This design comes from an exercise in tuning for small area on the open sky130 flow, not from production work. The RTL was checked by simulation tests, not by an equivalence proof against the original design. No activity file was given, so power comes from the tool's default toggle rates.

Setup of v42:
==> flow/design.v (excerpt) <==
module current_filter (pClk, pRst, pFilterIn, pFilterOut);
  input         pClk;
  input         pRst;
  input  [15:0] pFilterIn;
  output [15:0] pFilterOut;
  reg [15:0] r1;
  reg [15:0] r2;
  reg [15:0] r3;
  reg [15:0] r4;
  reg [15:0] r5;
  reg [15:0] r6;
  reg [15:0] r7;
  reg [15:0] r8;
  reg [15:0] r9;
  reg [15:0] r10;
  reg [15:0] r11;
  reg [15:0] r12;
  reg [15:0] r13;
  reg [15:0] r14;
  reg [15:0] r15;
  reg [15:0] r16;
  reg [15:0] r17;
  reg [15:0] r18;
  reg [15:0] r19;
  reg [15:0] r20;
  reg [15:0] r21;
  wire s1, c2;
  wire s3, c4;
  wire s5, c6;
  wire s7, c8;
  wire s9, c10;
  wire s11, c12;
  wire s13, c14;
  wire s15, c16;
  wire s17, c18;
  wire s19, c20;
  wire s21, c22;
  wire s23, c24;
  wire s25, c26;
  wire s27, c28;
  wire s29, c30;
  wire s31, c32;
  wire s33, c34;
  wire s35, c36;
  wire s37, c38;
  wire s39, c40;
  wire s41, c42;
  wire s43, c44;
  wire s45, c46;
  wire s47, c48;
  ...
Size in the first run: roughly 460 flip-flops, about 34 I/O pins.
clock: 7.5 ns
lec_check: 0
cap_margin: 20
core_margin: 2
core_utilization: 82
cts_buf_list: sky130_fd_sc_hd__clkbuf_8
cts_cluster_diameter: 100
cts_cluster_size: 16
slew_margin: 20
synth_hierarchical: 1
standard.sh (not shown) runs the stock make flow with config.mk's settings and CLKGATE_MAP_FILE= SYNTH_SCRIPT=/design/flow/synth_recipe.tcl, a recipe that flattens the netlist after the stock synthesis.
==> flow/flow/run.sh <==
#!/bin/bash
# The standard layout (the standard.sh, all ORFS steps), with the port buffers that
# ORFS's buffer_ports inserts made of the smallest buffer cell instead of its default choice.
set -euo pipefail
bash standard.sh "BUFFER_PORTS_ARGS=-buffer_cell sky130_fd_sc_hd__buf_1" finish > standard.log 2>&1
v42: all stages complete, timing, DRC and antenna checks passed
[inputs] v24 vs v42
Settings: CORE_UTILIZATION: 82 -> 80; CTS_CLUSTER_SIZE: 16 -> 14.
Findings:
Comparing v24 with v42, the sequential share of layout area came out essentially unchanged.
Between v24 and v42, it is v24 whose area of the core is higher, by 840 um2.
v24: detailed-route vias per instance about 0.9% above v42
Power, v24 vs v42: up slightly
Changes observed in v24 relative to v42: critical path required time up 30 ps; final cell count climbed 0.58%; hold buffer count at cts held; die footprint higher; post-route worst setup slack lower.
Net total in the final layout: v24 vs v42 — no meaningful difference
The following lists how v7 was set up differently from v24:
Settings: a change of CTS_CLUSTER_SIZE from 14 to 8; a change of CTS_CLUSTER_DIAMETER from 100 to 50; a change of CTS_BUF_LIST from sky130_fd_sc_hd__clkbuf_8 to sky130_fd_sc_hd__clkbuf_4.
## What came out
Changes observed in v7 relative to v24: net switching share of the total power increased by 0.58 points relative to the old numbers, clock-buffer cell count has increased, final hold slack saw a decrease.

========
Another version of the RTL of current_filter (not shown whole).
Size in the first run: ~1600 cells after synthesis, ~460 flip-flops, roughly 23000 µm² of cells after synthesis.
clock: 7.5 ns
lec_check: 0
cap_margin: 20
core_margin: 2
core_utilization: 80
cts_buf_list: sky130_fd_sc_hd__clkbuf_8
cts_cluster_diameter: 100
cts_cluster_size: 16
slew_margin: 20
synth_hierarchical: 1
run.sh (not shown) runs the stock make flow with config.mk's settings and CLKGATE_MAP_FILE= SYNTH_SCRIPT=/design/flow/synth_recipe.tcl, a recipe that flattens the netlist after the stock synthesis.
Stock flow here: none of the scripts above is used.
Rerun with:
==> flow/flow/run.sh (new file) <==
#!/bin/bash
# The standard layout (the standard.sh, all ORFS steps), with the port buffers that
# ORFS's buffer_ports inserts made of the smallest buffer cell instead of its default choice.
set -euo pipefail
bash standard.sh "BUFFER_PORTS_ARGS=-buffer_cell sky130_fd_sc_hd__buf_1" finish > standard.log 2>&1
==> flow/standard.sh (new file) <==
#!/bin/bash
# synth_recipe.tcl (not shown) runs the flow's synth.tcl, then flattens the netlist and writes it again
# the make line also repeats each setting of config.mk as NAME=value (left out here)
make -C /OpenROAD-flow-scripts/flow DESIGN_CONFIG=/design/flow/config.mk WORK_HOME=/design/flow/orfs CLKGATE_MAP_FILE= SYNTH_SCRIPT=/design/flow/synth_recipe.tcl "${@:-finish}"
removed: flow/run.sh
Outcome: The new run ran to the end with no violations. Design area drops by 0.80%. Die area does not change. Synthesized area is unchanged.

[static timing again, ports no longer ideal]
How much do the figures lean on ideal ports? The routed layouts below were timed once more, with nothing changed but the port constraints.
Step 1, drivers: a clkbuf_16 drives pClk and a buf_2 each remaining input, both assumed.
Step 2 times the ports against the registers' clock, not the clock port: input delays grow and output delays shrink by t, the midpoint of the rising clock arrivals with the driver on.
a / b / c = no drivers / after step 1 / after step 2; a / b = the first two.
| run | t, ns | slack for setup (ns) | worst hold slack (ns) | worst register clock-pin slew, ns | pins driven straight from the clock port |
|---|---|---|---|---|---|
| v42 | 0.599 | 1.391 / 1.391 / 1.391 | 0.367 / 0.367 / 0.367 | 0.11 / 0.11 | 1 |
| v24 | 0.617 | 1.387 / 1.387 / 1.343 | 0.372 / 0.372 / 0.372 | 0.10 / 0.10 | 1 |
| v7 | 0.742 | 1.347 / 1.347 / 1.333 | 0.368 / 0.368 / 0.368 | 0.10 / 0.10 | 1 |
| the first run of note 2 | 0.591 | 1.372 / 1.372 / 1.153 | 0.375 / 0.375 / 0.375 | 0.12 / 0.12 | 1 |
| the second run of note 2 | 0.624 | 1.328 / 1.328 / 1.328 | 0.359 / 0.359 / 0.359 | 0.12 / 0.12 | 1 |
After both steps every run listed still meets setup and hold. For the first run of note 2, which loses most, drivers alone change the setup slack by 0.000 ns; drivers and shift together by -0.219 ns.
